Optimization exercise on an open flow, not production practice.
RTL: at most simulated, not proved equivalent.
Function not checked: runs 1 and 2.
Power: default activity.

<file path="flow/flow/run.sh">
#!/bin/bash
# Own flow: the standard synthesis, then its combinational logic re-mapped
# for area by ABC (flip-flop instances untouched), then the standard layout.
# Each tool writes its full output to a log file in this folder.
set -euo pipefail
R=$PWD/orfs/results/$FLOW_PLATFORM/top/base
LIB=$FLOW_HOME/platforms/$FLOW_PLATFORM/lib/sky130_fd_sc_hd__tt_025C_1v80.lib
YOSYS=$FLOW_HOME/../tools/install/yosys/bin/yosys
command -v "$YOSYS" >/dev/null 2>&1 || YOSYS=yosys

bash standard.sh synth > synth_std.log 2>&1
cp $R/1_2_yosys.v netlist_std.v

FFS=$(grep -o "sky130_fd_sc_hd__[a-z]*df[a-z0-9_]*" netlist_std.v | sort -u | tr '\n' ' ')
sed -e "s#@LIB@#$LIB#g" -e "s#@FFS@#$FFS#g" -e "s#@ABC@#$PWD/flow/area.abc#g" \
    -e "s#@IN@#$PWD/netlist_std.v#g" -e "s#@OUT@#$PWD/netlist_resyn.v#g" flow/resyn.ys > resyn.ys
"$YOSYS" -l resyn.log -s resyn.ys > /dev/null 2>&1

cp netlist_resyn.v $R/1_2_yosys.v
rm -f $R/1_synth.odb $R/1_synth.sdc
bash standard.sh synth > synth_odb.log 2>&1
# clock tree: large buffers on clusters of flip-flops, no dummy loads
export CTS_ARGS="-sink_clustering_enable -repair_clock_nets -sink_clustering_size 18 -sink_clustering_max_diameter 55 -buf_list sky130_fd_sc_hd__clkbuf_8 -dont_use_dummy_load"
# small port buffers
export BUFFER_PORTS_ARGS="-buffer_cell sky130_fd_sc_hd__buf_1"
bash standard.sh > layout.log 2>&1
</file>
<file path="flow/flow/area.abc">
strash
balance -l
resub -K 6 -l
rewrite -l
resub -K 6 -N 2 -l
refactor -l
resub -K 8 -l
balance -l
resub -K 8 -N 2 -l
rewrite -l
resub -K 10 -l
rewrite -z -l
resub -K 10 -N 2 -l
balance -l
resub -K 12 -l
refactor -z -l
resub -K 12 -N 2 -l
rewrite -z -l
balance -l
&get -n
&deepsyn -T 60
&put
dch -f
amap -m
</file>
<file path="flow/flow/resyn.ys">
# re-map the combinational logic of the standard synthesis netlist
read_liberty -ignore_miss_func @LIB@
read_verilog @IN@
hierarchy -top top
setattr -mod -set keep_hierarchy 1 @FFS@
flatten top
select -module top
opt_clean
abc -liberty @LIB@ -script @ABC@ -dont_use sky130_fd_sc_hd__probe_p_8 -dont_use sky130_fd_sc_hd__probec_p_8 -dont_use *lpflow*
opt_clean -purge
hilomap -singleton -hicell sky130_fd_sc_hd__conb_1 HI -locell sky130_fd_sc_hd__conb_1 LO
splitnets
opt_clean -purge
select -clear
tee -o resyn_stat.txt stat -liberty @LIB@ top
select top
write_verilog -noattr -nohex -nodec -selected @OUT@
</file>
<file path="flow/standard.sh">
#!/bin/bash
# synth_recipe.tcl (not shown) runs the flow's synth.tcl, then flattens the netlist and writes it again
# the make line also repeats each setting of config.mk as NAME=value (left out here)
make -C /OpenROAD-flow-scripts/flow DESIGN_CONFIG=/design/flow/config.mk WORK_HOME=/design/flow/orfs CLKGATE_MAP_FILE= SYNTH_SCRIPT=/design/flow/synth_recipe.tcl "${@:-finish}"
</file>
<file path="flow/config.mk">
export PLATFORM = sky130hd
export DESIGN_NAME = top
export DESIGN_NICKNAME = top
export VERILOG_FILES = /design/flow/design.v
export SDC_FILE = /design/flow/constraint.sdc
export NUM_CORES = 4
export LEC_CHECK = 0
export CAP_MARGIN = 10
export CORE_MARGIN = 2
export CORE_UTILIZATION = 50
export GPL_TIMING_DRIVEN = 0
export PLACE_DENSITY = 0.75
export SLEW_MARGIN = 10
</file>
<file path="flow/constraint.sdc">
create_clock -name core_clock -period 12.0 [get_ports {clk}]
set_input_delay 2.4000 -clock core_clock [delete_from_list [all_inputs] [get_ports {clk}]]
set_output_delay 2.4000 -clock core_clock [all_outputs]
set_load 0.01 [all_outputs]
</file>
<file path="flow/design.v">
`timescale 1ns / 1ps
module wave( 
	input clk,
	input rst,
	input z,
	input [5:0]max,
	output reg wav
	);
	reg [25:0]hi;
	reg [5:0]lo;
	function ge6(input [5:0]a,input [5:0]b);
		integer k;
		reg r;
		begin
			r=1;
			for(k=0;k<6;k=k+1)
				r=(a[k]&~b[k])|(~(a[k]^b[k])&r);
			ge6=r;
		end
	endfunction
	wire hit=z?((&hi)&(&lo)):((|hi)|ge6(lo,max));
	always@(posedge clk)
	begin
		if(rst|hit)
		begin
			hi<=0;
			lo<=0;
		end
		else
			{hi,lo}<={hi,lo}+32'd1;
		if(rst)
			wav<=0;
		else if(hit)
			wav<=~wav;
	end
endmodule
module music(
	input clk,
	input rst,
	input rst_n,
	output beep
	);
	reg [12:0]cnt; 
	reg [1:0]msel; 
	reg t;
	reg t_q;
	reg [2:0]left; 
	reg wt;
	reg [3:0]node;
	reg [5:0]idx; 
	reg [3:0]mnote;
	reg [2:0]mdelay;
	reg [5:0]mmax;
	wire t_rise=t&~t_q;
	always@(*)
	begin
		case(node)
			5:mmax=32;
			6:mmax=28;
			7:mmax=25;
			8:mmax=24;
			9:mmax=21;
			10:mmax=19;
			11:mmax=18;
			default:mmax=16;
		endcase
	end
	wave w(clk,rst,node==0,mmax,beep);
	wire hit=(msel==0)|(msel==1&(~cnt[1]&cnt[2]&~cnt[3]&~cnt[7]&cnt[8]))|(msel==2&(cnt[0]&~cnt[1]&~cnt[2]&~cnt[3]&cnt[5]&~cnt[6]&~cnt[9]&cnt[10]&cnt[11]&cnt[12]));
	always@(posedge clk)
	begin
		if(rst|~rst_n|hit)
			cnt<=0;
		else
			cnt<={cnt[11:0],~(cnt[7]^cnt[12])};
		if(rst)
			t<=0;
		else if(rst_n&hit)
			t<=~t;
		if(rst)
			t_q<=0;
		else
			t_q<=t;
	end
	always@(*)
	begin
		case(idx)
			6'd0:begin mnote=4'h5; mdelay=3'd4; end
			6'd1:begin mnote=4'h8; mdelay=3'd4; end
			6'd2:begin mnote=4'h8; mdelay=3'd0; end
			6'd5:begin mnote=4'h9; mdelay=3'd0; end
			6'd10:begin mnote=4'h8; mdelay=3'd0; end
			6'd21:begin mnote=4'h7; mdelay=3'd0; end
			6'd42:begin mnote=4'h6; mdelay=3'd4; end
			6'd20:begin mnote=4'h6; mdelay=3'd4; end
			6'd41:begin mnote=4'h6; mdelay=3'd4; end
			6'd19:begin mnote=4'h9; mdelay=3'd4; end
			6'd38:begin mnote=4'h9; mdelay=3'd0; end
			6'd12:begin mnote=4'ha; mdelay=3'd0; end
			6'd25:begin mnote=4'h9; mdelay=3'd0; end
			6'd50:begin mnote=4'h8; mdelay=3'd0; end
			6'd36:begin mnote=4'h7; mdelay=3'd4; end
			6'd8:begin mnote=4'h5; mdelay=3'd4; end
			6'd17:begin mnote=4'h5; mdelay=3'd4; end
			6'd34:begin mnote=4'ha; mdelay=3'd4; end
			6'd4:begin mnote=4'ha; mdelay=3'd0; end
			6'd9:begin mnote=4'hb; mdelay=3'd0; end
			6'd18:begin mnote=4'ha; mdelay=3'd0; end
			6'd37:begin mnote=4'h9; mdelay=3'd0; end
			6'd11:begin mnote=4'h8; mdelay=3'd4; end
			6'd22:begin mnote=4'h6; mdelay=3'd4; end
			6'd45:begin mnote=4'h5; mdelay=3'd0; end
			6'd27:begin mnote=4'h5; mdelay=3'd0; end
			6'd54:begin mnote=4'h6; mdelay=3'd4; end
			6'd44:begin mnote=4'h9; mdelay=3'd4; end
			6'd24:begin mnote=4'h7; mdelay=3'd4; end
			6'd49:begin mnote=4'h8; mdelay=3'd3; end
			6'd35:begin mnote=4'h5; mdelay=3'd4; end
			6'd7:begin mnote=4'h8; mdelay=3'd4; end
			6'd14:begin mnote=4'h8; mdelay=3'd4; end
			6'd29:begin mnote=4'h8; mdelay=3'd4; end
			6'd58:begin mnote=4'h7; mdelay=3'd3; end
			6'd52:begin mnote=4'h7; mdelay=3'd4; end
			6'd40:begin mnote=4'h8; mdelay=3'd4; end
			6'd16:begin mnote=4'h7; mdelay=3'd4; end
			6'd33:begin mnote=4'h6; mdelay=3'd4; end
			6'd3:begin mnote=4'h5; mdelay=3'd3; end
			6'd6:begin mnote=4'h9; mdelay=3'd4; end
			6'd13:begin mnote=4'ha; mdelay=3'd4; end
			6'd26:begin mnote=4'h9; mdelay=3'd4; end
			6'd53:begin mnote=4'h8; mdelay=3'd4; end
			6'd43:begin mnote=4'hc; mdelay=3'd4; end
			6'd23:begin mnote=4'h5; mdelay=3'd4; end
			6'd46:begin mnote=4'h5; mdelay=3'd0; end
			6'd28:begin mnote=4'h5; mdelay=3'd0; end
			6'd57:begin mnote=4'h6; mdelay=3'd4; end
			6'd51:begin mnote=4'h9; mdelay=3'd4; end
			6'd39:begin mnote=4'h7; mdelay=3'd4; end
			6'd15:begin mnote=4'h8; mdelay=3'd2; end
			default:begin mnote=4'bxxxx; mdelay=3'bxxx; end
		endcase
	end
	wire left1=left==3'd0;
	always@(posedge clk)
	begin
		if(rst)
			msel<=0;
		else if(rst_n&t_rise&left1)
			msel<=wt?2'd2:2'd1;
	end
	always@(posedge clk)
	begin
		if(rst|~rst_n)begin
			left<=3'd0;
			wt<=0;
			node<=0;
			idx<=0;
		end else if(t_rise) begin
			if(left1)
			begin
				if(wt)
				begin
					idx<=(idx[0]&idx[1]&idx[2]&idx[3])?6'd0:{idx[4:0],~(idx[0]^idx[5])};
					node<=mnote;
					left<=mdelay;
					wt<=0;
				end
				else
				begin
					node<=0;
					left<=3'd0;
					wt<=1;
				end
			end
			else
				left<={left[1:0],~(left[0]^left[2])};
		end
	end
endmodule
`timescale 1ns / 1ps
module button( 
	input in,
	input clk,
	input rst,
	output reg op
	);
	reg out;
	reg [8:0]cnt; 
	wire hit=(cnt[0]&cnt[1]&cnt[2]&~cnt[3]&~cnt[4]&~cnt[5]&~cnt[6]&cnt[7]&~cnt[8]);
	always@(posedge clk)
	begin
		if(rst)
		begin
			out<=0;
			op<=0;
		end
		else
		begin
			op<=hit&in;
			if(hit)
				out<=in;
		end
		if(rst|hit|(in==out))
			cnt<=0;
		else
			cnt<={cnt[7:0],~(cnt[3]^cnt[8])};
	end
endmodule
module switch( 
	input in,
	input clk,
	input rst,
	output reg out
	);
	reg [8:0]cnt;
	wire hit=(cnt[0]&cnt[1]&cnt[2]&~cnt[3]&~cnt[4]&~cnt[5]&~cnt[6]&cnt[7]&~cnt[8]);
	always@(posedge clk)
	begin
		if(rst)
			out<=0;
		else if(hit)
			out<=in;
		if(rst|hit|(in==out))
			cnt<=0;
		else
			cnt<={cnt[7:0],~(cnt[3]^cnt[8])};
	end
endmodule
module timebase(
	input clk,
	input rst,
	output reg [6:0]t7, 
	output rise_a, 
	output rise_b, 
	output rise_c, 
	output rise_d, 
	output rise_e, 
	output reg sq_f 
	);
	reg [5:0]qa;
	reg [13:0]qb;
	reg [14:0]qc;
	reg [15:0]qd;
	reg [8:0]qe;
	reg [4:0]qf;
	assign rise_a=(qa[0]&qa[1]&qa[2]&qa[3]);
	assign rise_b=(qb[1]&qb[2]&qb[4]&~qb[6]&qb[7]&~qb[8]&~qb[9]&~qb[10]&~qb[11]&qb[12]&qb[13]);
	assign rise_c=(qc[0]&~qc[1]&qc[2]&~qc[3]&qc[4]&~qc[5]&~qc[6]&qc[8]&~qc[9]&~qc[10]&~qc[11]&~qc[12]&~qc[13]);
	assign rise_d=(qd[0]&~qd[1]&~qd[2]&~qd[3]&qd[4]&~qd[5]&~qd[6]&~qd[7]&~qd[8]&qd[11]&qd[12]&qd[13]&~qd[14]&~qd[15]);
	assign rise_e=(qe[0]&qe[1]&qe[2]&qe[3]&~qe[4]&~qe[5]&~qe[6]&~qe[7]&qe[8]);
	wire end_f=(~qf[0]&~qf[1]&~qf[3]&qf[4]);
	always@(posedge clk)
	begin
		if(rst)
		begin
			t7<=0;
			qa<=6'd27;
			qb<=14'd4899;
			qc<=15'd1034;
			qd<=16'd62712;
			qe<=9'd319;
			qf<=0;
			sq_f<=0;
		end
		else
		begin
			t7<=t7+7'd1;
			qa<=rise_a?6'd0:{qa[4:0],~(qa[0]^qa[5])};
			qb<=rise_b?14'd0:{qb[12:0],~(qb[12]^qb[13])};
			qc<=rise_c?15'd0:{qc[13:0],~(qc[0]^qc[14])};
			qd<=rise_d?16'd0:{qd[14:0],~(qd[2]^qd[15])};
			qe<=rise_e?9'd0:{qe[7:0],~(qe[3]^qe[8])};
			qf<=end_f?5'd0:{qf[3:0],~(qf[0]^qf[4])};
			if(end_f)
				sq_f<=~sq_f;
		end
	end
endmodule
module twinkle8( 
	input clk,
	input rst,
	input rise,
	input [6:0]cnt,
	output [7:0]o
	);
	reg [7:0]br0;
	always@(posedge clk)
	begin
		if(rst)
			br0<=0;
		else if(rise)
			br0<=br0+8'd1;
	end
	function ge5(input [4:0]a,input [4:0]b);
		integer k;
		reg r;
		begin
			r=1;
			for(k=0;k<5;k=k+1)
				r=(a[k]&~b[k])|(~(a[k]^b[k])&r);
			ge5=r;
		end
	endfunction
	wire p=ge5(br0[4:0],cnt[4:0]);
	wire q=ge5(~cnt[4:0],br0[4:0]);
	genvar i;
	generate
		for(i=0;i<8;i=i+1)
		begin:tw
			wire [2:0]hb=br0[7:5]+i;
			wire [1:0]h=hb[2]?~hb[1:0]:hb[1:0];
			wire e=hb[2]?q:p;
			assign o[i]=(h>cnt[6:5])|((h==cnt[6:5])&e);
		end
	endgenerate
endmodule
module sound(
	input clk,
	input rst,
	input press,
	input guesswrong,
	input win,
	input press_sound,
	output beep
	);
	wire music_out;
	reg press_en;
	reg [12:0]press_cnt; 
	reg guesswrong_en;
	reg [3:0]guesswrong_node; 
	reg [11:0]guesswrong_cnt; 
	reg [5:0]guesswrong_max;
	wire guesswrong_sound;
	music music1(clk,rst,win,music_out);
	always@(*)
	begin
		case(guesswrong_node)
			4'd8:guesswrong_max=6'd48;
			4'd12:guesswrong_max=6'd43;
			4'd14:guesswrong_max=6'd38;
			4'd7:guesswrong_max=6'd36;
			4'd11:guesswrong_max=6'd32;
			4'd13:guesswrong_max=6'd28;
			4'd6:guesswrong_max=6'd25;
			4'd3:guesswrong_max=6'd24;
			4'd9:guesswrong_max=6'd21;
			4'd4:guesswrong_max=6'd19;
			4'd10:guesswrong_max=6'd18;
			4'd5:guesswrong_max=6'd16;
			4'd2:guesswrong_max=6'd14;
			4'd1:guesswrong_max=6'd13;
			4'd0:guesswrong_max=6'd12;
			default:guesswrong_max=6'bxxxxxx;
		endcase
	end
	wave wv(clk,rst,guesswrong_node==4'b1111,guesswrong_max,guesswrong_sound);
	wire press_end=(~press_cnt[0]&~press_cnt[1]&~press_cnt[2]&~press_cnt[3]&press_cnt[4]&~press_cnt[7]&~press_cnt[9]&press_cnt[10]&press_cnt[11]&~press_cnt[12]);
	always@(posedge clk)
	begin
		if(rst|press)
			press_cnt<=0;
		else
			press_cnt<={press_cnt[11:0],~(press_cnt[5]^press_cnt[12])};
		if(rst)
			press_en<=0;
		else if(press)
			press_en<=1;
		else if(press_end)
			press_en<=0;
	end
	wire gw_end=(~guesswrong_cnt[1]&guesswrong_cnt[2]&~guesswrong_cnt[3]&guesswrong_cnt[4]&guesswrong_cnt[5]&~guesswrong_cnt[6]&guesswrong_cnt[7]&~guesswrong_cnt[8]&~guesswrong_cnt[9]&~guesswrong_cnt[11]);
	wire gw_last=guesswrong_node==4'd8||guesswrong_node==4'b1111;
	always@(posedge clk)
	begin
		if(rst)
			guesswrong_cnt<=12'd1204;
		else if(guesswrong|gw_end)
			guesswrong_cnt<=0;
		else
			guesswrong_cnt<={guesswrong_cnt[10:0],~(guesswrong_cnt[0]^guesswrong_cnt[11])};
		if(rst)begin
			guesswrong_en<=0;
			guesswrong_node<=4'b1111;
		end else if(guesswrong)begin
			guesswrong_en<=1;
			guesswrong_node<=4'd0;
		end else if(gw_end)begin
			if(~gw_last)
				guesswrong_node<={guesswrong_node[2:0],~(guesswrong_node[0]^guesswrong_node[3])};
			else
				guesswrong_en<=0;
		end
	end
	assign beep=press_en?press_sound:
		guesswrong_en?guesswrong_sound:
		win?music_out:1'b1;
endmodule
module top(
	input clk, 
	input rst, 
	input [7:0]sw, 
	input [3:0]btn, 
	output [3:0]an, 
	output reg [6:0]seg, 
	output dp, 
	output [7:0]led, 
	output beep 
	);
	wire key_l,key_r,key_i,key_d;
	wire sw0,sw1,sw5,sw6,sw7;
	button b1(btn[3],clk,rst,key_l);
	button b2(btn[2],clk,rst,key_r);
	button b3(btn[1],clk,rst,key_i);
	button b4(btn[0],clk,rst,key_d);
	switch s0(sw[0],clk,rst,sw0);
	switch s1(sw[1],clk,rst,sw1);
	switch s5(sw[5],clk,rst,sw5);
	switch s6(sw[6],clk,rst,sw6);
	switch s7(sw[7],clk,rst,sw7);
	wire [6:0]t7;
	wire rise_a,rise_b,rise_c,rise_d,rise_e,sq_f;
	timebase tb1(clk,rst,t7,rise_a,rise_b,rise_c,rise_d,rise_e,sq_f);
	reg [1:0]gamestate; 
	reg [3:0]curr_rec; 
	reg win;
	reg [15:0]ans_n; 
	wire [15:0]ans=~ans_n;
	reg edit_rst;
	reg mem_we;
	reg gameover_rst;
	reg guess_wrong;
	reg [1:0]curr; 
	reg [15:0]num; 
	reg [15:0]rnd_n; 
	reg [15:0]random_n; 
	wire [15:0]rnd=~rnd_n;
	wire [15:0]random=~random_n;
	wire nosame_ok=num[3:0]!=num[7:4]&&num[3:0]!=num[11:8]&&num[3:0]!=num[15:12]&&
		num[7:4]!=num[11:8]&&num[7:4]!=num[15:12]&&num[11:8]!=num[15:12];
	wire rnd_ok=rnd[3:0]!=rnd[7:4]&&rnd[3:0]!=rnd[11:8]&&rnd[3:0]!=rnd[15:12]&&
		rnd[7:4]!=rnd[11:8]&&rnd[7:4]!=rnd[15:12]&&rnd[11:8]!=rnd[15:12];
	wire hit4_now;
	wire jmem;
	reg hit4_q;
	always@(posedge clk)
	begin
		if(rst)
			hit4_q<=0;
		else if(~jmem)
			hit4_q<=hit4_now;
	end
	wire hit4=jmem?hit4_q:hit4_now;
	always@(posedge clk)
	begin
		if(rst)begin
			gamestate<=0;
			curr_rec<=0;
			win<=0;
			ans_n<=~16'h1234;
			edit_rst<=0;
			mem_we<=0;
			gameover_rst<=0;
			guess_wrong<=0;
		end
		else if(sw7)begin
			gamestate<=0;
			curr_rec<=0;
			win<=0;
		end
		else begin
			guess_wrong<=0;
			case(gamestate)
				0:begin
					if(key_l|key_r|key_i|key_d)begin
						gamestate<=1;
						curr_rec<=0;
						ans_n<=random_n;
						edit_rst<=1;
					end
				end
				1:begin
					edit_rst<=0;
					if(sw1&&~sw0)begin 
						gamestate<=2;
						if(nosame_ok)begin
							curr_rec<=curr_rec+4'd1;
							mem_we<=1;
							if(~hit4_now)
								guess_wrong<=1;
						end
					end
				end
				2:begin
					if(nosame_ok)begin
						mem_we<=0;
						if(hit4)begin
							win<=1;
							curr_rec<=curr_rec-4'd1;
							gamestate<=3;
							gameover_rst<=1;
						end else if(curr_rec==8)begin
							win<=0;
							gamestate<=3;
							gameover_rst<=1;
						end
					end
					if(~sw1)
						gamestate<=1;
				end
				3:begin
					gameover_rst<=0;
					if(~sw1)begin
						gamestate<=0;
						curr_rec<=0;
						win<=0;
					end
				end
			endcase
		end
	end
	wire play=~sw6&&(gamestate==1||gamestate==2);
	wire edit_on=play&&~sw0&&gamestate==1;
	wire rec_on=play&&sw0;
	wire edit_l=edit_on&key_l;
	wire edit_r=edit_on&key_r;
	wire edit_i=edit_on&key_i;
	wire edit_d=edit_on&key_d;
	wire rec_i=rec_on&key_i;
	wire rec_d=rec_on&key_d;
	function [3:0]inc10(input [3:0]d);
		case(d)
			0:inc10=1; 1:inc10=2; 2:inc10=3; 3:inc10=4; 4:inc10=5;
			5:inc10=6; 6:inc10=7; 7:inc10=8; 8:inc10=9; default:inc10=0;
		endcase
	endfunction
	function [3:0]dec10(input [3:0]d);
		case(d)
			1:dec10=0; 2:dec10=1; 3:dec10=2; 4:dec10=3; 5:dec10=4;
			6:dec10=5; 7:dec10=6; 8:dec10=7; 9:dec10=8; default:dec10=9;
		endcase
	endfunction
	reg [3:0]cd;
	always@(*)
	begin
		case(curr)
			0:cd=num[3:0];
			1:cd=num[7:4];
			2:cd=num[11:8];
			3:cd=num[15:12];
		endcase
	end
	wire [3:0]cd_new=edit_i?inc10(cd):dec10(cd);
	always@(posedge clk)
	begin
		if(rst|edit_rst)
			curr<=3;
		else if(edit_l)
			curr<={curr[1]^curr[0],~curr[0]};
		else if(edit_r)
			curr<={curr[1]^~curr[0],~curr[0]};
	end
	always@(posedge clk)
	begin
		if(rst|edit_rst)
			num<=0;
		else if(edit_i|edit_d)
			case(curr)
				0:num[3:0]<=cd_new;
				1:num[7:4]<=cd_new;
				2:num[11:8]<=cd_new;
				3:num[15:12]<=cd_new;
			endcase
	end
	always@(posedge clk)
	begin
		if(rst)
			rnd_n<=16'hffff;
		else
		begin
			rnd_n[3:0]<=~inc10(rnd[3:0]);
			if(rnd[3:0]==9)
				rnd_n[7:4]<=~inc10(rnd[7:4]);
			if(rnd[7:0]==8'h99)
				rnd_n[11:8]<=~inc10(rnd[11:8]);
			if(rnd[11:0]==12'h999)
				rnd_n[15:12]<=~inc10(rnd[15:12]);
		end
	end
	always@(posedge clk)
	begin
		if(rst)
			random_n<=~16'd123;
		else if(rnd_ok)
			random_n<=rnd_n;
	end
	function [6:0]enc2(input [3:0]a,input [3:0]b);
		case({a[3],b[3]})
			2'b00:enc2={1'b0,a[2:0],b[2:0]};
			2'b10:enc2={3'b100,a[0],b[2:0]};
			2'b01:enc2={3'b101,b[0],a[2:0]};
			2'b11:enc2={5'b11000,a[0],b[0]};
		endcase
	endfunction
	function [7:0]dec2(input [6:0]x);
		casez(x[6:4])
			3'b0??:dec2={1'b0,x[5:3],1'b0,x[2:0]};
			3'b100:dec2={3'b100,x[3],1'b0,x[2:0]};
			3'b101:dec2={1'b0,x[2:0],3'b100,x[3]};
			default:dec2={3'b100,x[1],3'b100,x[0]};
		endcase
	endfunction
	reg we_q;
	reg [13:0]mem0,mem1,mem2,mem3,mem4,mem5,mem6,mem7;
	reg [2:0]showrec;
	wire [2:0]currrec=curr_rec[2:0];
	wire [2:0]mem_addr=(sw6||gamestate==0||gamestate==3)?3'd0:sw0?showrec:currrec;
	wire mem_wr=mem_we&~we_q;
	wire [13:0]wdata={enc2(num[15:12],num[11:8]),enc2(num[7:4],num[3:0])}&{14{~rst}};
	always@(posedge clk)
	begin
		if(rst)
			we_q<=0;
		else
			we_q<=mem_we;
	end
	always@(posedge clk) if(rst||(mem_wr&&mem_addr==0)) mem0<=wdata;
	always@(posedge clk) if(rst||(mem_wr&&mem_addr==1)) mem1<=wdata;
	always@(posedge clk) if(rst||(mem_wr&&mem_addr==2)) mem2<=wdata;
	always@(posedge clk) if(rst||(mem_wr&&mem_addr==3)) mem3<=wdata;
	always@(posedge clk) if(rst||(mem_wr&&mem_addr==4)) mem4<=wdata;
	always@(posedge clk) if(rst||(mem_wr&&mem_addr==5)) mem5<=wdata;
	always@(posedge clk) if(rst||(mem_wr&&mem_addr==6)) mem6<=wdata;
	always@(posedge clk) if(rst||(mem_wr&&mem_addr==7)) mem7<=wdata;
	reg [13:0]memraw; 
	always@(*)
	begin
		case(showrec)
			0:memraw=mem0;
			1:memraw=mem1;
			2:memraw=mem2;
			3:memraw=mem3;
			4:memraw=mem4;
			5:memraw=mem5;
			6:memraw=mem6;
			7:memraw=mem7;
		endcase
	end
	wire [15:0]memdata={dec2(memraw[13:7]),dec2(memraw[6:0])};
	reg [1:0]rstate;
	always@(posedge clk)
	begin
		if(rst|~sw0|rec_i|rec_d)
			rstate<=0;
		else if(rise_c)
			rstate<={rstate[0],~rstate[1]&~rstate[0]};
	end
	always@(posedge clk)
	begin
		if(rst)
			showrec<=0;
		else if(showrec>=currrec)
			showrec<=0;
		else if(rec_i)
			showrec<=(showrec+3'd1==currrec)?3'd0:showrec+3'd1;
		else if(rec_d)
			showrec<=(showrec!=0)?showrec-3'd1:currrec-3'd1;
	end
	reg blink;
	reg [3:0]hk; 
	reg [4:0]ck; 
	reg cl; 
	reg ls; 
	always@(posedge clk)
	begin
		if(rst)
		begin
			blink<=0;
			hk<=0;
		end
		else if(rise_b)
		begin
			blink<=~blink;
			hk<=(hk==8)?4'd0:hk+4'd1;
		end
	end
	always@(posedge clk)
	begin
		if(rst)
		begin
			cl<=0;
			ck<=0;
		end
		else if(gameover_rst)
		begin
			cl<=1;
			ck<=0;
		end
		else if(rise_b)
			ck<=(ck==18)?5'd0:ck+5'd1;
	end
	always@(posedge clk)
	begin
		if(rst|gameover_rst)
			ls<=0;
		else if(rise_d)
			ls<=~ls;
	end
	reg [1:0]c;
	always@(posedge clk)
	begin
		if(rst)
			c<=0;
		else if(rise_a)
			c<={c[1]^c[0],~c[0]};
	end
	assign an={~(c[1]&c[0]),~(c[1]&~c[0]),~(~c[1]&c[0]),~(~c[1]&~c[0])};
	assign jmem=sw0&(rstate!=0);
	wire [15:0]jn=jmem?memdata:num;
	reg [3:0]xd,ad;
	always@(*)
	begin
		case(c)
			0:begin xd=jn[3:0]; ad=ans[3:0]; end
			1:begin xd=jn[7:4]; ad=ans[7:4]; end
			2:begin xd=jn[11:8]; ad=ans[11:8]; end
			3:begin xd=jn[15:12]; ad=ans[15:12]; end
		endcase
	end
	wire [3:0]e0={jn[3:0]==ans[15:12],jn[3:0]==ans[11:8],jn[3:0]==ans[7:4],jn[3:0]==ans[3:0]};
	wire [3:0]e1={jn[7:4]==ans[15:12],jn[7:4]==ans[11:8],jn[7:4]==ans[7:4],jn[7:4]==ans[3:0]};
	wire [3:0]e2={jn[11:8]==ans[15:12],jn[11:8]==ans[11:8],jn[11:8]==ans[7:4],jn[11:8]==ans[3:0]};
	wire [3:0]e3={jn[15:12]==ans[15:12],jn[15:12]==ans[11:8],jn[15:12]==ans[7:4],jn[15:12]==ans[3:0]};
	assign hit4_now=e3[3]&e2[2]&e1[1]&e0[0];
	wire [3:0]m=c[1]?{e3[3],e2[2],e1[1],e0[0]}:
		{e3[2]|e3[1]|e3[0],e2[3]|e2[1]|e2[0],e1[3]|e1[2]|e1[0],e0[3]|e0[2]|e0[1]};
	reg [2:0]jcnt;
	always@(*)
	begin
		case(m)
			4'b0000:jcnt=0;
			4'b0001,4'b0010,4'b0100,4'b1000:jcnt=1;
			4'b0011,4'b0101,4'b0110,4'b1001,4'b1010,4'b1100:jcnt=2;
			4'b1111:jcnt=4;
			default:jcnt=3;
		endcase
	end
	wire [4:0]jch=c[0]?{2'd0,jcnt}:{4'b0101,~c[1]};
	wire [4:0]hj0={1'b0,hk}+{3'd0,~c};
	wire [3:0]hj=(hj0>=9)?hj0-5'd9:hj0;
	wire [5:0]cj0={1'b0,ck}+{4'd0,~c};
	wire [4:0]cj=(cj0>=19)?cj0-6'd19:cj0;
	reg [4:0]hch;
	always@(*)
	begin
		case(hj)
			0,1,2,3:hch=5'd31;
			4:hch=5'd16;
			5:hch=5'd14;
			6,7:hch=5'd18;
			8:hch=5'd0;
			default:hch=5'bxxxxx;
		endcase
	end
	reg [4:0]cch;
	always@(*)
	begin
		case(cj)
			0,1,2,3:cch=5'd31;
			4:cch=5'd12;
			5:cch=5'd29;
			6:cch=5'd19;
			7:cch=5'd9;
			8:cch=5'd22;
			9:cch=5'd10;
			10:cch=5'd23;
			11:cch=5'd24;
			12:cch=5'd18;
			13:cch=5'd10;
			14:cch=5'd23;
			15:cch=5'd28;
			16:cch=5'd29;
			17:cch=5'd19;
			18:cch=5'd5;
			default:cch=5'bxxxxx;
		endcase
	end
	reg [4:0]n; 
	always@(*)
	begin
		if(sw6)
			n={1'b0,ad};
		else if(gamestate==0)
			n=hch;
		else if(gamestate==3)
		begin
			if(win)
				n=cl?cch:5'd0;
			else if(ls)
				n={1'b0,ad};
			else
				case(c)
					3:n=5'd18;
					2:n=5'd0;
					1:n=5'd5;
					0:n=5'd14;
				endcase
		end
		else if(sw0)
		begin
			if(currrec==0)
				case(c)
					3:n=5'd19;
					2:n=5'd29;
					1:n=5'd19;
					0:n=5'd14;
				endcase
			else
				case(rstate)
					0:case(c)
						3:n={1'b0,{1'b0,showrec}+4'd1};
						2:n=5'd29;
						1:n=5'd15;
						0:n={2'd0,currrec};
					endcase
					1:n={1'b0,xd};
					default:n=jch;
				endcase
		end
		else if(gamestate==1)
			n=(~blink&&curr==c)?5'd27:{1'b0,xd};
		else if(nosame_ok)
			n=jch;
		else
			case(c)
				3:n=5'd14;
				2:n=5'd22;
				1:n=5'd22;
				0:n=5'd31;
			endcase
	end
	always@(*)
	begin
		case(n)
			0:seg=7'b1000000; 
			1:seg=7'b1111001; 
			2:seg=7'b0100100; 
			3:seg=7'b0110000; 
			4:seg=7'b0011001; 
			5:seg=7'b0010010; 
			6:seg=7'b0000010; 
			7:seg=7'b1111000; 
			8:seg=7'b0000000; 
			9:seg=7'b0010000; 
			10:seg=7'b0001000; 
			11:seg=7'b0000011; 
			12:seg=7'b1000110; 
			14:seg=7'b0000110; 
			15:seg=7'b0001110; 
			16:seg=7'b0001001; 
			18:seg=7'b1000111; 
			19:seg=7'b0101011; 
			22:seg=7'b0101111; 
			23:seg=7'b0000111; 
			24:seg=7'b1000001; 
			27:seg=7'b1110111; 
			28:seg=7'b1111011; 
			29:seg=7'b0100011; 
			31:seg=7'b1111111;
			default:seg=7'bxxxxxxx; 
		endcase
	end
	wire [7:0]tw;
	twinkle8 twinkle81(clk,rst,rise_e,t7,tw);
	wire sound_out;
	sound sound1(clk,rst,key_l|key_r|key_i|key_d,guess_wrong,win,sq_f,sound_out);
	assign beep=sw5?sound_out:1'b1;
	assign dp=1;
	assign led={curr_rec<=7,curr_rec<=6,curr_rec<=5,curr_rec<=4,curr_rec<=3,curr_rec<=2,curr_rec<=1,curr_rec==0}&tw;
endmodule
</file>
==> flow_summary.toml, run 1 <==
[status]
run_status = "no timing/DRC/antenna violations"

[power_and_ir_drop]
total_power_w = 0.00285
leakagePower_nw = 8.10
power.density_cell_area_nw_per_um2 = 121
irDropWorstVdd_uv = 103

[grt]
grt_antenna_before_repair = 0
groute.usage.overall_pct = 24.0
gr-total-overflow = 0
grt_pass1_wl_mm = 88.6
first_global_vias = 17888
grt_max_degree = 92

[yosys]
postSynthCellCount = 2491
synth.yosys.warnings = 8
synth_area_um2 = 21900
synth.avg_cell_area_um2 = 8.79
synth_fp_nets = 2505

[timing]
grt_setup_unrepaired = "no"
worstMarginPinSlew_ns = 1.26
final.setup.worst_slack_ns = 0.675
clock-skew-final_ns = 0.0697
finalHoldWorstSlack_ns = 0.387
min_period_over_period_pct = 94.4
finalMaxSlewViolations = 0
max_slew_margin_pct = 15.8
hold_viol = 0
period_minus_slack_ns = 11.33
finalSetupViolCount = 0
max_clock_freq_mhz = 88.3

[cells_and_area]
syn_to_final_growth_pct = 7.69
drive_gt1_share_pct = 2.72
postLayoutCoreUtil_pct = 54.6
final_cells = 3161
most_common_library_cell_in_the_layout_ignoring_fill_and_taps = "nor2_1"
finalNetCount = 2591
mostFrequentLayoutCells = "421 x nor2_1, 414 x dfxtp_1, 327 x clkinv_1"

[routing]
dr.pass1.iters = 8
wl_per_cell_um = 17.2
vias = 19043
final_routed_wirelength_across_all_metal_layers_mm = 54.4
antenna_violating_nets_post_route = 0
route.detailed.drc = 0
average_via_count_per_standard_cell = 6.02
initialDrtViolationCount = 1771

[floorplanning]
die_height_um = 213
floorplan.initialDensity_pct = 50.7
placement_rows = 76
floorplan.core_area_um2 = 43200
die_area_um2 = 45500
io_pins = 35
dieWidth_um = 213

[hold_path]
min-delay-path-class = "reg2reg"
hold_depth = 2

[clock_tree]
sink_count = 526
cts_made_buffers = 41
clock_latency_ns = 0.63
cts_tree = "built"
cts_h_tree_depth = 2
clockBufferDepth = 3
cts-root-buf = "clkbuf_8"
holdBufCountCts = 0
cts.reportedPaths.clkPinSlew_ns = 0.10
cts.repair_timing.setup_buffer_count = 0

[placed_design]
gp_routability_congestion = 1.04
place_hpwl_mm = 38.9
io_buffer_count = 30
dpl.cell_count = 3119
dp_worst_setup_slack_ns = 1.16

[setup_path]
critical_path.max_fanout = 16
cp.required_ns = 9.60
timing_worst_setup_path_type = "reg2out"
worstRegToRegCells = 18
cp-start-kind = "flop"
timing.critical_path.to_type = "output pin"
worst_ep_arrival_time_ns = 8.93

[flow_run]
timing.max_cap.violations = 0
-- where the power goes --
part | internal, W | switching [W]
Clock | 0.000307 | 0.000523
Sequential | 0.00184 | 0.0000269
Combinational | 0.0000511 | 0.000102
-- critical path, stage by stage (launching register included) --
cell	delay [ns]
dfxtp_1	0.39
nor2_1	0.96
clkinvlp_4	0.77
o22a_1	0.38
o221ai_1	0.08
a32oi_1	0.18
clkinv_1	0.16
nor2_1	0.06
o32ai_1	0.74
clkinv_1	0.42
a222oi_1	0.34
o221ai_1	0.18
a2111oi_0	0.40
nor3_1	0.13
o22ai_1	0.22
nand2_1	0.10
o21ai_0	0.14
nor2_1	0.09
a211oi_1	0.26
a311oi_1	0.16
o32ai_1	0.90
clkinv_1	0.33
nand2_1	0.16
nor2_1	0.08
a222oi_1	0.33
nand3_1	0.16
buf_1	0.16
-- per-layer routing --
metal  wire length, um  vias up  global-route usage [%]  part of all wire [%]
li1                  -     9221                       -                     -
met1             23500     8975                    31.8                    43
met2             25100      712                    39.1                    46
met3              3990      135                    3.78                   7.3
met4              1770        0                    10.1                   3.2
met5                 0        -                       0                     0
-- area by class of cell --
cell class              count  area (um2)
well taps                 585         732
clock buffers              41         564
repair buffers             43         332
fillers                  3908       19600
multi-input cells        1636        9060
inverters                 329        1240
diodes                      1        2.50
flip-flops and latches    526       11700
-- flip-flops by register name (all words and copies together) (netlist names), 13 cells and up --
| signal | flops |
|---|---|
| mem5 | 14 |
| sound1.music1.w.hi | 26 |
| mem6 | 14 |
| sound1.wv.hi | 26 |
| random_n | 16 |
| tb1.qb | 14 |
| sound1.music1.cnt | 13 |
| tb1.qd | 16 |
| mem2 | 14 |
| mem7 | 14 |
| rnd_n | 16 |
| mem1 | 14 |
| sound1.press_cnt | 13 |
| mem4 | 14 |
| mem3 | 14 |
| ans_n | 16 |
| tb1.qc | 15 |
| mem0 | 14 |
| num | 16 |
-- metrics by stage --
step | area, um2 | setup TNS, ns
floorplan | 21900 | 0
global placement | 22700 | -24.26
detailed placement | 23000 | 0
CTS | 23600 | 0
global route | 23600 | 0
finish | 23600 | 0
-- path summary, 6_finish.rpt --
path | end | start | slack, ns
max | seg[6] | showrec[0] | 0.67
min | tb1.qb[2] | tb1.qb[1] | 0.39
max reg2reg | curr_rec[3] | showrec[0] | 4.45
min reg2reg | tb1.qb[2] | tb1.qb[1] | 0.39
-- what timing repair did --
action / CTS / global route
gates resized for setup: 0 / 2
endpoints found under the hold margin: 0 / 0
setup endpoints to repair: 0 / 5
==> run 2, diff against run 1 <==
--- a/flow/flow/run.sh
+++ b/flow/flow/run.sh
@@ -22,3 +22,3 @@
 # clock tree: large buffers on clusters of flip-flops, no dummy loads
-export CTS_ARGS="-sink_clustering_enable -repair_clock_nets -sink_clustering_size 18 -sink_clustering_max_diameter 55 -buf_list sky130_fd_sc_hd__clkbuf_8 -dont_use_dummy_load"
+export CTS_ARGS="-sink_clustering_enable -repair_clock_nets -sink_clustering_size 20 -sink_clustering_max_diameter 60 -buf_list sky130_fd_sc_hd__clkbuf_8 -dont_use_dummy_load"
 # small port buffers
==> run 2 against run 1 <==
Still clean. Sequential share of layout area grew 0.087 points. Non-clock buffer count is the same. Cell count is essentially flat. First-iteration DRC count grew 4.5%. Combinational power is essentially flat. Clock power shrank 2.9%. Critical endpoint unchanged. Largest power group unchanged.
==> flow_summary.toml, run 2 <==
[placed_design]
io_buffer_count = 30
dpl.cell_count = 3119
detailed_place.area_um2 = 23000
place_hpwl_mm = 38.9
gp_routability_congestion = 1.04

[setup_path]
cp.required_ns = 9.60
r2r_slack_ns = 4.52
timing.critical_path.to_type = "output pin"
worst_ep_arrival_time_ns = 8.98
cp-start-kind = "flop"
worstRegToRegCells = 18
timing_worst_setup_path_type = "reg2out"
critical_path.max_fanout = 16

[floorplanning]
placement_rows = 76
io_pins = 35
floorplan.core_area_um2 = 43200
die_height_um = 213
die_area_um2 = 45500
dieWidth_um = 213
floorplan.initialDensity_pct = 50.7

[clock_tree]
cts_h_tree_depth = 2
clock_latency_ns = 0.65
sink_count = 526
ctsResizeCount = 0
cts-root-buf = "clkbuf_8"
cts_tree = "built"
clockBufferDepth = 3
cts_made_buffers = 38
cts.repair_timing.setup_buffer_count = 0
cts.reportedPaths.clkPinSlew_ns = 0.10
holdBufCountCts = 0

[power_and_ir_drop]
power.density_cell_area_nw_per_um2 = 120
irDropWorstVdd_uv = 96.9
leakagePower_nw = 8.07

[cells_and_area]
syn_to_final_growth_pct = 7.51
seqCellArea_um2 = 11700
most_common_library_cell_in_the_layout_ignoring_fill_and_taps = "nor2_1"
finalNetCount = 2588
drive_gt1_share_pct = 2.60
final_cells = 3158
mostFrequentLayoutCells = "421 x nor2_1, 414 x dfxtp_1, 327 x clkinv_1"
multiInputGateArea_um2 = 9060
biggestRegsByFlops = "sound1.music1.w.hi x26, sound1.wv.hi x26"
final.fill_count = 3921
finalInstanceArea_um2 = 23500

[flow_run]
timing.max_cap.violations = 0

[routing]
antenna_violating_nets_post_route = 0
average_via_count_per_standard_cell = 6.04
initialDrtViolationCount = 1851
route.top_layer_used = "met4"
route.detailed.drc = 0
final_routed_wirelength_across_all_metal_layers_mm = 54.4
wirelength_met1_mm = 23.5
wl_per_cell_um = 17.2
vias = 19085
dr.pass1.iters = 8
routed-wl-met2_mm = 24.9
detailroute.wirelength.met3_mm = 4.28

[timing]
min_period_over_period_pct = 94.8
max_slew_margin_pct = 14.4
worstMarginPinSlew_ns = 1.28
grt_setup_unrepaired = "no"
clock-skew-final_ns = 0.0979
max_clock_freq_mhz = 87.9
hold_viol = 0
finalMaxSlewViolations = 0
period_minus_slack_ns = 11.38
setup_total_negative_slack_ns = 0
finalSetupViolCount = 0

[grt]
grt_pass1_wl_mm = 88.5
gr-total-overflow = 0
first_global_vias = 17747
grt_antenna_before_repair = 1
grt_max_degree = 92
groute.usage.overall_pct = 23.9

[hold_path]
min-delay-path-class = "reg2reg"
hold_depth = 2

[yosys]
postSynthCellCount = 2491
synth_area_um2 = 21900
synth.yosys.warnings = 8
synth_fp_nets = 2505
synth.avg_cell_area_um2 = 8.79

[status]
run_status = "no timing/DRC/antenna violations"
[run 2: path summary, 6_finish.rpt]
kind                             start                   end
setup / recovery            showrec[0]                seg[6]
hold reg to reg   sound1.music1.cnt[6]  sound1.music1.cnt[7]
hold / removal    sound1.music1.cnt[6]  sound1.music1.cnt[7]
setup reg to reg            showrec[0]           curr_rec[3]
[run 2: power by group]
group          internal, W  leakage [nW]  switching (W)  total, W
Sequential         0.00184          4.52      0.0000271   0.00187
Clock             0.000286         0.273       0.000522  0.000807
Combinational    0.0000510          3.28       0.000102  0.000153
Total              0.00218          8.07       0.000651   0.00283
[run 2: worst max-delay path: stages, from the launching register on]
cell	delay (ns)
dfxtp_1	0.38
nor2_1	0.98
clkinvlp_4	0.77
o22a_1	0.38
o221ai_1	0.08
a32oi_1	0.18
clkinv_1	0.16
nor2_1	0.06
o32ai_1	0.75
clkinv_1	0.42
a222oi_1	0.34
o221ai_1	0.18
a2111oi_0	0.41
nor3_1	0.14
o22ai_1	0.23
nand2_1	0.11
o21ai_0	0.14
nor2_1	0.09
a211oi_1	0.27
a311oi_1	0.17
o32ai_1	0.89
clkinv_1	0.33
nand2_1	0.15
nor2_1	0.08
a222oi_1	0.33
nand3_1	0.16
buf_1	0.16
[run 2: through the flow]
step | util (%) | power (W) | setup WS, ns | hold WS (ns)
global route | 54.5 | 0.00294 | 0.0990 | 0.418
finish | 54.5 | 0.00283 | 0.624 | 0.408
CTS | 54.5 | 0.00286 | 0.491 | 0.413
global placement | 52.7 | 0.00205 | -0.273 | 0.406
floorplan | - | 0.00201 | 3.69 | 0.397
detailed placement | 53.3 | 0.00206 | 1.16 | 0.412
[run 2: routing by layer]
metal / vias up / global-route usage (%)
li1: 9232 / -
met1: 8934 / 32.0
met2: 779 / 38.9
met3: 140 / 4.50
met4: 0 / 8.72
met5: - / 0
[run 2: cell type report]
class	instances	share of cell area, %
diodes	1	0.0106
clock buffers	38	2.22
inverters	329	5.28
multi-input cells	1636	38.5
flip-flops and latches	526	49.5
well taps	585	3.11
repair buffers	43	1.41
==> run 3, diff against run 2 <==
--- a/flow/design.v
+++ b/flow/design.v
@@ -72,3 +72,3 @@
 		if(rst|~rst_n|hit)
-			cnt<=0;
+			cnt<=13'd0;
 		else
@@ -156,3 +156,3 @@
 			node<=0;
-			idx<=0;
+			idx<=6'd0;
 		end else if(t_rise) begin
@@ -203,3 +203,3 @@
 		if(rst|hit|(in==out))
-			cnt<=0;
+			cnt<=9'd0;
 		else
@@ -223,3 +223,3 @@
 		if(rst|hit|(in==out))
-			cnt<=0;
+			cnt<=9'd0;
 		else
@@ -261,3 +261,3 @@
 			qe<=9'd319;
-			qf<=0;
+			qf<=5'd0;
 			sq_f<=0;
@@ -360,3 +360,3 @@
 		if(rst|press)
-			press_cnt<=0;
+			press_cnt<=13'd0;
 		else
@@ -377,3 +377,3 @@
 		else if(guesswrong|gw_end)
-			guesswrong_cnt<=0;
+			guesswrong_cnt<=12'd0;
 		else
==> flow/flow/run.sh (replaced) <==
#!/bin/bash
# Own flow: the standard synthesis, then its combinational logic re-mapped
# for area by ABC (flip-flop instances untouched; three ABC runs with
# different seeds, the smallest result is kept), then the standard layout
# with a clock tree of mid-size buffers on clusters of flip-flops and
# small port buffers. Each tool writes its full output to a log file in
# this folder.
set -euo pipefail
R=$PWD/orfs/results/$FLOW_PLATFORM/top/base
LIB=$FLOW_HOME/platforms/$FLOW_PLATFORM/lib/sky130_fd_sc_hd__tt_025C_1v80.lib
YOSYS=$FLOW_HOME/../tools/install/yosys/bin/yosys
command -v "$YOSYS" >/dev/null 2>&1 || YOSYS=yosys

bash standard.sh synth > synth_std.log 2>&1
cp $R/1_2_yosys.v netlist_std.v

FFS=$(grep -o "sky130_fd_sc_hd__[a-z]*df[a-z0-9_]*" netlist_std.v | sort -u | tr '\n' ' ')
for S in 0 7 13; do
  sed -e "s#@T@#150#" -e "s#@S@#$S#" flow/area.abc > area_$S.abc
  sed -e "s#@LIB@#$LIB#g" -e "s#@FFS@#$FFS#g" -e "s#@ABC@#$PWD/area_$S.abc#g" \
      -e "s#@IN@#$PWD/netlist_std.v#g" -e "s#@OUT@#$PWD/netlist_resyn_$S.v#g" \
      -e "s#@STAT@#$PWD/resyn_stat_$S.txt#g" flow/resyn.ys > resyn_$S.ys
  "$YOSYS" -l resyn_$S.log -s resyn_$S.ys > /dev/null 2>&1 &
done
wait
best=""; besta=""
for S in 0 7 13; do
  [[ -s netlist_resyn_$S.v && -f resyn_stat_$S.txt ]] || continue
  a=$(grep "Chip area for module" resyn_stat_$S.txt | awk '{print $NF}' || true)
  [[ -n "$a" ]] || continue
  if [[ -z "$besta" ]] || awk "BEGIN{exit !($a < $besta)}"; then best=$S; besta=$a; fi
done
[[ -n "$best" ]]
echo "seed $best area $besta" > resyn_choice.txt
cp netlist_resyn_$best.v $R/1_2_yosys.v
rm -f $R/1_synth.odb $R/1_synth.sdc
bash standard.sh synth > synth_odb.log 2>&1
# clock tree: mid-size buffers on clusters of flip-flops, no dummy loads
export CTS_ARGS="-sink_clustering_enable -repair_clock_nets -sink_clustering_size 18 -sink_clustering_max_diameter 55 -buf_list sky130_fd_sc_hd__clkbuf_8 -dont_use_dummy_load"
# small port buffers
export BUFFER_PORTS_ARGS="-buffer_cell sky130_fd_sc_hd__buf_1"
bash standard.sh > layout.log 2>&1
--- a/flow/flow/area.abc
+++ b/flow/flow/area.abc
@@ -20,3 +20,3 @@
 &get -n
-&deepsyn -T 60
+&deepsyn -T @T@ -S @S@
 &put
--- a/flow/flow/resyn.ys
+++ b/flow/flow/resyn.ys
@@ -14,3 +14,3 @@
 select -clear
-tee -o resyn_stat.txt stat -liberty @LIB@ top
+tee -o @STAT@ stat -liberty @LIB@ top
 select top
==> run 3 against run 2 <==
Sequential share of layout area grew 0.17 points. Synthesized cell count down 0.80%. Cell count is 0.47% lower. Global-route usage increased by 0.31 points. Register-to-register slack improved by 0.12 ns. Die area is 0.56% lower. Routed wire length grew 1.4%.
==> flow_summary.toml, run 3 <==
[routing]
detailroute.wirelength.met3_mm = 4.20
initialDrtViolationCount = 1853
final_routed_wirelength_across_all_metal_layers_mm = 55.1
wl_per_cell_um = 17.5
wirelength_met1_mm = 23.8
routed-wl-met2_mm = 25.0
average_via_count_per_standard_cell = 6.04
vias = 18980
dr.pass1.iters = 6
route.top_layer_used = "met4"
antenna_violating_nets_post_route = 0
route.detailed.drc = 0

[timing]
clock-skew-final_ns = 0.0909
period_minus_slack_ns = 11.00
grt_setup_unrepaired = "no"
min_period_over_period_pct = 91.6
finalSetupViolCount = 0
finalHoldWorstSlack_ns = 0.385
worstMarginPinSlew_ns = 1.17
hold_viol = 0
finalMaxSlewViolations = 0
setup_total_negative_slack_ns = 0
final.setup.worst_slack_ns = 1.00
max_slew_margin_pct = 22.0
max_clock_freq_mhz = 90.9

[power_and_ir_drop]
irDropWorstVdd_uv = 86.2
power.density_cell_area_nw_per_um2 = 121
switching_share_pct = 22.5
power.internal_w = 0.00221
total_switching_power_w = 0.000641
share_clk_of_total_power_pct = 30.5
leakagePower_nw = 8.06
power.sequential.fraction_pct = 65.3
comb_power_share_pct = 4.2

[floorplanning]
dieWidth_um = 213
placement_rows = 76
floorplan.initialDensity_pct = 50.6
die_height_um = 213
floorplan.core_area_um2 = 43100
io_pins = 35
die_area_um2 = 45200

[clock_tree]
ctsResizeCount = 0
holdBufCountCts = 0
cts_h_tree_depth = 2
cts.repair_timing.setup_buffer_count = 0
cts-root-buf = "clkbuf_8"
clockBufferDepth = 3
cts.reportedPaths.clkPinSlew_ns = 0.10
cts_made_buffers = 44
cts_tree = "built"
sink_count = 526
clock_latency_ns = 0.66

[setup_path]
timing.critical_path.to_type = "output pin"
timing_worst_setup_path_type = "reg2out"
worst_ep_arrival_time_ns = 8.60
worstSetupStartpoint = "s0.out"
cp-start-kind = "flop"
worstReg2RegStart = "showrec[1]"
cp.required_ns = 9.60
critical_path.max_fanout = 19
cpPeakStageDelay_ns = 1.02
crit_path_top_delay_cell = "nor2_1"

[flow_run]
timing.max_cap.violations = 0

[placed_design]
dpl.cell_count = 3098
gp_routability_congestion = 0.978
place_hpwl_mm = 38.9
io_buffer_count = 30
dp_worst_setup_slack_ns = 1.85

[hold_path]
min-delay-path-class = "reg2reg"
hold_path_startpoint = "sound1.music1.cnt[1]"

[grt]
groute.usage.overall_pct = 24.3
first_global_vias = 17791
grt_pass1_wl_mm = 88.7
grt_antenna_before_repair = 1
gr-total-overflow = 0
grt_max_degree = 102

[yosys]
synth_area_um2 = 21800
synth_fp_nets = 2485
synth.avg_cell_area_um2 = 8.81
postSynthCellCount = 2471
synth.yosys.warnings = 8

[cells_and_area]
final_cells = 3143
finalNetCount = 2573
drive_gt1_share_pct = 2.74
postLayoutCoreUtil_pct = 54.5
mostFrequentLayoutCells = "421 x nor2_1, 414 x dfxtp_1, 319 x clkinv_1"
biggestRegsByFlops = "sound1.music1.w.hi x26, sound1.wv.hi x26"
final.fill_count = 3885
syn_to_final_growth_pct = 7.75
most_common_library_cell_in_the_layout_ignoring_fill_and_taps = "nor2_1"

[status]
run_status = "no timing/DRC/antenna violations"
[run 3: cell types whose count changed in the layout (fill, tap and decap cells not counted), sizes merged, moves of 7 or more]
cell	change
o221ai	-7
a222oi	-8
o22ai	+27
a21oi	-10
clkinv	-8
nor3	-8
nand2	+7
nand3	-13
a22oi	+7
[run 3: final cells by class]
type | count | area (um2) | share of cell area, %
Antenna cell | 1 | 2.50 | 0.0107
Clock buffer | 44 | 606 | 2.58
Tap cell | 585 | 732 | 3.12
Sequential cell | 526 | 11700 | 49.7
Timing Repair Buffer | 42 | 300 | 1.28
Multi-Input combinational cell | 1625 | 8970 | 38.2
Inverter | 320 | 1210 | 5.14
[run 3: metal layers]
layer | up-vias | global-route usage [%]
li1 | 9151 | -
met1 | 8882 | 32.1
met2 | 792 | 39.5
met3 | 155 | 4.22
met4 | 0 | 9.93
met5 | - | 0
[run 3: power groups by stage]
stage	combinational, W	sequential, W	clock [W]
floorplan	0.0000775	0.00189	0
global placement	0.000109	0.00190	0
detailed placement	0.000118	0.00190	0
CTS	0.000119	0.00186	0.000894
global route	0.000133	0.00186	0.000955
finish	0.000120	0.00186	0.000869
[run 3: path summary, 6_finish.rpt]
check,end,slack (ns),depth (start not counted)
max,seg[6],1.00,26
min,sound1.music1.cnt[2],0.39,2
max reg2reg,curr_rec[3],4.64,21
min reg2reg,sound1.music1.cnt[2],0.39,2
[run 3: through the flow]
| stage | total power, W | instance area [um2] |
|---|---|---|
| CTS | 0.00287 | 23500 |
| finish | 0.00285 | 23500 |
| floorplan | 0.00197 | 21800 |
| detailed placement | 0.00202 | 22900 |
| global placement | 0.00201 | 22600 |
| global route | 0.00295 | 23500 |
[run 3: critical path: cells and delay by family, from the launching register on]
family	cells	cell delay (ns)
buf+inv	5	1.90
simple gates	7	2.28
compound gates	14	3.15
flops	1	0.68
==> run 4, diff against run 3 <==
==> flow/flow/run.sh (replaced) <==
#!/bin/bash
# Own flow: the standard synthesis, then its combinational logic re-mapped
# for area by ABC (flip-flop instances untouched; four ABC runs with
# different seeds and mappings, the smallest result is kept), then the standard layout
# with a clock tree of mid-size buffers on clusters of flip-flops and
# small port buffers. Each tool writes its full output to a log file in
# this folder.
set -euo pipefail
R=$PWD/orfs/results/$FLOW_PLATFORM/top/base
LIB=$FLOW_HOME/platforms/$FLOW_PLATFORM/lib/sky130_fd_sc_hd__tt_025C_1v80.lib
YOSYS=$FLOW_HOME/../tools/install/yosys/bin/yosys
command -v "$YOSYS" >/dev/null 2>&1 || YOSYS=yosys

bash standard.sh synth > synth_std.log 2>&1
cp $R/1_2_yosys.v netlist_std.v

FFS=$(grep -o "sky130_fd_sc_hd__[a-z]*df[a-z0-9_]*" netlist_std.v | sort -u | tr '\n' ' ')
# ABC runs: two deepsyn seeds, each mapped with and without a dc2 pass
RUNS="0a 0b 13a 13b"
for K in $RUNS; do
  S=${K%?}; M=${K: -1}
  if [[ $M == b ]]; then PRE="dc2"; else PRE=""; fi
  sed -e "s#@T@#150#" -e "s#@S@#$S#" -e "s#@PRE@#$PRE#" flow/area.abc > area_$K.abc
  sed -e "s#@LIB@#$LIB#g" -e "s#@FFS@#$FFS#g" -e "s#@ABC@#$PWD/area_$K.abc#g" \
      -e "s#@IN@#$PWD/netlist_std.v#g" -e "s#@OUT@#$PWD/netlist_resyn_$K.v#g" \
      -e "s#@STAT@#$PWD/resyn_stat_$K.txt#g" flow/resyn.ys > resyn_$K.ys
  "$YOSYS" -l resyn_$K.log -s resyn_$K.ys > /dev/null 2>&1 &
done
wait
best=""; besta=""
for K in $RUNS; do
  [[ -s netlist_resyn_$K.v && -f resyn_stat_$K.txt ]] || continue
  a=$(grep "Chip area for module" resyn_stat_$K.txt | awk '{print $NF}' || true)
  [[ -n "$a" ]] || continue
  if [[ -z "$besta" ]] || awk "BEGIN{exit !($a < $besta)}"; then best=$K; besta=$a; fi
done
[[ -n "$best" ]]
echo "run $best area $besta" > resyn_choice.txt
cp netlist_resyn_$best.v $R/1_2_yosys.v
rm -f $R/1_synth.odb $R/1_synth.sdc
bash standard.sh synth > synth_odb.log 2>&1
# clock tree: mid-size buffers on clusters of flip-flops, no dummy loads
export CTS_ARGS="-sink_clustering_enable -repair_clock_nets -sink_clustering_size 18 -sink_clustering_max_diameter 55 -buf_list sky130_fd_sc_hd__clkbuf_8 -dont_use_dummy_load"
# small port buffers
export BUFFER_PORTS_ARGS="-buffer_cell sky130_fd_sc_hd__buf_1"
bash standard.sh > layout.log 2>&1
--- a/flow/flow/area.abc
+++ b/flow/flow/area.abc
@@ -22,2 +22,3 @@
 &put
+@PRE@
 dch -f
==> run 4 against run 3 <==
Sequential power about the same. Die area decreased by 0.30%. Combinational power increased by 4%. Via count decreased by 0.75%. Worst setup slack improved by 0.44 ns. Final area decreased by 0.12%. Register-to-register slack improved by 0.52 ns. Critical path depth decreased by 2. Synthesized area decreased by 0.31%. First-iteration DRC count increased by 14%.
==> flow_summary.toml, run 4 <==
[status]
run_status = "no timing/DRC/antenna violations"

[power_and_ir_drop]
total_power_w = 0.00284
power.sequential.fraction_pct = 65.6
switching_share_pct = 22.6
leakagePower_nw = 8.11
total_switching_power_w = 0.000642
power.density_cell_area_nw_per_um2 = 121
comb_power_share_pct = 4.4
share_clk_of_total_power_pct = 30.0
power.internal_w = 0.00219
irDropWorstVdd_uv = 135

[floorplanning]
floorplan.initialDensity_pct = 50.5
placement_rows = 76
die_area_um2 = 45100
io_pins = 35
floorplan.core_area_um2 = 43000
dieWidth_um = 212
die_height_um = 212

[timing]
final.setup.worst_slack_ns = 1.44
worstMarginPinSlew_ns = 1.18
setup_total_negative_slack_ns = 0
min_period_over_period_pct = 88.0
finalSetupViolCount = 0
max_clock_freq_mhz = 94.7
finalMaxSlewViolations = 0
clock-skew-final_ns = 0.0577
max_slew_margin_pct = 20.0
grt_setup_unrepaired = "no"
period_minus_slack_ns = 10.56
hold_viol = 0

[routing]
route.detailed.drc = 0
wl_per_cell_um = 17.6
initialDrtViolationCount = 2117
antenna_violating_nets_post_route = 0
average_via_count_per_standard_cell = 6.10
vias = 18838
dr.pass1.iters = 6
final_routed_wirelength_across_all_metal_layers_mm = 54.4

[cells_and_area]
final.fill_count = 3914
biggestRegsByFlops = "sound1.music1.w.hi x26, sound1.wv.hi x26"
syn_to_final_growth_pct = 7.95
finalInstanceArea_um2 = 23400
postLayoutCoreUtil_pct = 54.5
finalNetCount = 2519
most_common_library_cell_in_the_layout_ignoring_fill_and_taps = "dfxtp_1"
drive_gt1_share_pct = 2.88
mostFrequentLayoutCells = "414 x dfxtp_1, 372 x nor2_1, 294 x clkinv_1"
num_antenna_cells = 0

[setup_path]
critical_path.max_fanout = 25
cp-start-kind = "flop"
timing_worst_setup_path_type = "reg2out"
worst_ep_arrival_time_ns = 8.16
timing.critical_path.to_type = "output pin"
cp.required_ns = 9.60
worstRegToRegCells = 21

[placed_design]
io_buffer_count = 30
gp_routability_congestion = 1.00
place_hpwl_mm = 38.1
dp_worst_setup_slack_ns = 2.33
detailed_place.area_um2 = 22900

[clock_tree]
cts-root-buf = "clkbuf_8"
cts.repair_timing.setup_buffer_count = 0
holdBufCountCts = 0
cts.reportedPaths.clkPinSlew_ns = 0.10
cts_tree = "built"
cts_h_tree_depth = 2
ctsResizeCount = 0
sink_count = 526
cts_made_buffers = 42
clockBufferDepth = 3
clock_latency_ns = 0.63

[grt]
groute.usage.overall_pct = 24.1
grt_max_degree = 96
grt_pass1_wl_mm = 88.6
first_global_vias = 17869
gr-total-overflow = 0
grt_antenna_before_repair = 0

[flow_run]
timing.max_cap.violations = 0

[yosys]
synth.avg_cell_area_um2 = 8.99
synth_fp_nets = 2430
postSynthCellCount = 2416
synth.yosys.warnings = 8
synth_area_um2 = 21700

[hold_path]
hold_depth = 2
min-delay-path-class = "reg2reg"
-- run 4: layer usage --
metal	vias up	wire, um	global-route usage [%]
met2	815	25100	39.7
li1	9078	-	-
met1	8776	23200	31.3
met5	-	0	0
met3	169	3940	3.66
met4	0	2170	11.1
-- run 4: path summary, 6_finish.rpt --
path	start	to	slack (ns)
setup / recovery	showrec[2]	seg[6]	1.44
hold reg to reg	s6.cnt[5]	s6.cnt[6]	0.40
setup reg to reg	s0.out	curr_rec[3]	5.16
hold / removal	s6.cnt[5]	s6.cnt[6]	0.40
-- run 4: final cells by class --
cell class              count  area [um2]  area share (%)
flip-flops and latches    526       11700            49.7
multi-input cells        1595        9000            38.4
inverters                 295        1110            4.75
well taps                 585         732            3.12
clock buffers              42         578            2.47
repair buffers             45         367            1.56
-- run 4: per-stage QoR --
stage / hold slack (ns) / instances
3_3_place_gp: 0.407 / 3031
4_1_cts: 0.395 / 3088
2_1_floorplan: 0.397 / 2416
5_1_grt: 0.405 / 3088
6_report: 0.395 / 3088
3_5_place_dp: 0.413 / 3046
-- run 4: power by group through the flow --
| stage | logic (W) | registers, W | clock network, W |
|---|---|---|---|
| 6_report | 0.000125 | 0.00186 | 0.000852 |
| 4_1_cts | 0.000125 | 0.00186 | 0.000885 |
| 3_3_place_gp | 0.000113 | 0.00190 | 0 |
| 5_1_grt | 0.000140 | 0.00186 | 0.000938 |
| 3_5_place_dp | 0.000124 | 0.00190 | 0 |
| 2_1_floorplan | 0.0000804 | 0.00189 | 0 |
-- run 4: critical path, stage by stage, from the launching register on --
cell and delay [ns]:
dfxtp_1 1.01, clkinv_1 0.77, a32oi_1 0.66, clkinv_1 0.24, a21oi_1 0.33, clkinv_1 0.13
o21ai_0 0.31, clkinv_1 0.40, o221ai_1 0.30, nor3_1 0.09, or4_1 0.47, o21ai_0 0.21
nor2_1 0.16, a21oi_1 0.21, a21oi_1 0.12, a2111oi_0 0.46, o22ai_1 0.13, o21ai_0 0.28
clkinv_1 0.27, nor2_1 0.26, nor2_1 0.08, or2_0 0.21, o2111ai_1 0.11, o2111ai_1 0.13
buf_1 0.15
==> run 5, diff against run 4 <==
--- a/flow/flow/run.sh
+++ b/flow/flow/run.sh
@@ -18,3 +18,3 @@
 # ABC runs: two deepsyn seeds, each mapped with and without a dc2 pass
-RUNS="0a 0b 13a 13b"
+RUNS="0b"
 for K in $RUNS; do
--- a/flow/config.mk
+++ b/flow/config.mk
@@ -9,5 +9,5 @@
 export CORE_MARGIN = 2
-export CORE_UTILIZATION = 50
+export CORE_UTILIZATION = 60
 export GPL_TIMING_DRIVEN = 0
-export PLACE_DENSITY = 0.75
+export PLACE_DENSITY = 0.85
 export SLEW_MARGIN = 10
==> run 5 against run 4 <==
Cell count fell by 4.1%. Worst setup slack got worse by 0.45 ns. Via count barely moved. Die area fell by 16%. Flip-flop and latch count did not move. Clock skew rose by 0.029 ns. Sequential share of layout area rose by 0.49 points. Combinational power barely moved. Fmax fell by 4.1%. Hold slack got worse by 0.018 ns. Register-to-register slack improved by 0.23 ns. Highest routed layer unchanged.
==> flow_summary.toml, run 5 <==
[power_and_ir_drop]
leakagePower_nw = 8.09
irDropWorstVdd_uv = 125
power.density_cell_area_nw_per_um2 = 122

[timing]
min_period_over_period_pct = 91.8
clock-skew-final_ns = 0.0872
max_clock_freq_mhz = 90.8
grt_setup_unrepaired = "no"
period_minus_slack_ns = 11.01
finalSetupViolCount = 0
hold_viol = 0
max_slew_margin_pct = 25.0
finalMaxSlewViolations = 0
worstMarginPinSlew_ns = 1.11
setup_total_negative_slack_ns = 0

[flow_run]
timing.max_cap.violations = 0

[yosys]
synth.yosys.warnings = 8
synth.avg_cell_area_um2 = 8.99
synth_fp_nets = 2430
synth_area_um2 = 21700
postSynthCellCount = 2416

[floorplanning]
floorplan.core_area_um2 = 35600
floorplan.initialDensity_pct = 61.0
dieWidth_um = 194
placement_rows = 69
io_pins = 35
die_height_um = 194
die_area_um2 = 37700

[placed_design]
detailed_place.area_um2 = 22600
dpl.cell_count = 2919
gp_routability_congestion = 0.941
place_hpwl_mm = 38.8
io_buffer_count = 30

[routing]
initialDrtViolationCount = 1754
dr.pass1.iters = 7
final_routed_wirelength_across_all_metal_layers_mm = 54.6
wl_per_cell_um = 18.4
antenna_violating_nets_post_route = 0
vias = 18852
average_via_count_per_standard_cell = 6.37
route.detailed.drc = 0

[cells_and_area]
most_common_library_cell_in_the_layout_ignoring_fill_and_taps = "dfxtp_1"
mostFrequentLayoutCells = "414 x dfxtp_1, 372 x nor2_1, 294 x clkinv_1"
finalNetCount = 2515
final.fill_count = 2878
drive_gt1_share_pct = 2.72
biggestRegsByFlops = "sound1.music1.w.hi x26, sound1.wv.hi x26"
finalInstanceArea_um2 = 23200
final_cells = 2960
syn_to_final_growth_pct = 6.89
num_antenna_cells = 0

[clock_tree]
cts-root-buf = "clkbuf_8"
holdBufCountCts = 0
ctsResizeCount = 0
cts_made_buffers = 41
cts.reportedPaths.clkPinSlew_ns = 0.10
cts_tree = "built"
sink_count = 526
cts_h_tree_depth = 2
clock_latency_ns = 0.64
cts.repair_timing.setup_buffer_count = 0
clockBufferDepth = 3

[setup_path]
timing_worst_setup_path_type = "reg2out"
r2r_slack_ns = 5.39
critical_path.max_fanout = 19
worst_ep_arrival_time_ns = 8.61
timing.critical_path.to_type = "output pin"
cp.required_ns = 9.60
cp-start-kind = "flop"

[grt]
groute.usage.overall_pct = 28.4
grt_pass1_wl_mm = 88.9
grt_max_degree = 96
first_global_vias = 17857
gr-total-overflow = 0
grt_antenna_before_repair = 0

[status]
run_status = "no timing/DRC/antenna violations"

[hold_path]
min-delay-path-class = "reg2reg"
-- run 5: cell types whose count changed in the layout (fill, tap and decap cells not counted) --
cell,previous run,this run
buf_4,1,0
buf_16,2,1
o311ai_1,0,1
buf_6,0,3
clkbuf_8,42,41
o311ai_0,6,5
buf_8,10,6
-- run 5: worst paths after layout --
path | start | end | depth (start not counted)
worst max-delay path | showrec[0] | seg[6] | 27
worst min-delay path | b3.cnt[6] | b3.cnt[7] | 2
worst max register to register | s0.out | curr_rec[3] | 21
worst min register to register | b3.cnt[6] | b3.cnt[7] | 2
-- run 5: critical path: stages, from the launching register on --
cell and delay [ns]:
dfxtp_1 0.46, clkinv_1 0.24, nor2_2 0.77, clkinv_1 0.64, o22ai_1 0.35, o32a_1 0.36
nor2_1 0.12, nand2_1 0.14, o22ai_1 0.11, a21oi_1 0.71, clkinv_1 0.40, a22oi_1 0.27
nor4_1 0.11, or4_1 0.52, o21ai_0 0.15, nor2_1 0.13, a21oi_1 0.19, a21oi_1 0.11
a2111oi_0 0.45, o22ai_1 0.12, o21ai_0 0.32, clkinv_1 0.32, nor2_1 0.27, nor2_1 0.10
or2_0 0.20, o2111ai_1 0.11, o2111ai_1 0.14, buf_1 0.15
-- run 5: per-layer routing --
layer	track usage [%]	vias to the layer above	routed length (um)
met1	37.4	8851	23200
met3	4.26	155	3960
met5	0	-	0
met2	46.3	782	25200
met4	13.2	0	2170
li1	-	9064	-
-- run 5: cell type report --
| type | instances | area [um2] | share of cell area [%] |
|---|---|---|---|
| well taps | 461 | 577 | 2.49 |
| repair buffers | 42 | 305 | 1.32 |
| inverters | 295 | 1110 | 4.79 |
| multi-input cells | 1595 | 9000 | 38.8 |
| flip-flops and latches | 526 | 11700 | 50.2 |
| clock buffers | 41 | 564 | 2.43 |
-- run 5: power breakdown --
group | total (W) | switching [W] | internal [W]
Sequential | 0.00186 | 0.0000205 | 0.00184
Clock | 0.000836 | 0.000529 | 0.000307
Combinational | 0.000125 | 0.0000844 | 0.0000406
Total | 0.00282 | 0.000634 | 0.00219
-- run 5: metrics by stage --
step                setup WS (ns)  total power [W]  util, %  hold slack, ns
floorplan                    3.96          0.00197        -           0.397
global placement           -0.125          0.00201     63.0           0.407
detailed placement           1.56          0.00202     63.6           0.414
CTS                         0.815          0.00284     65.2           0.379
global route                0.654          0.00292     65.2           0.410
finish                      0.990          0.00282     65.2           0.378
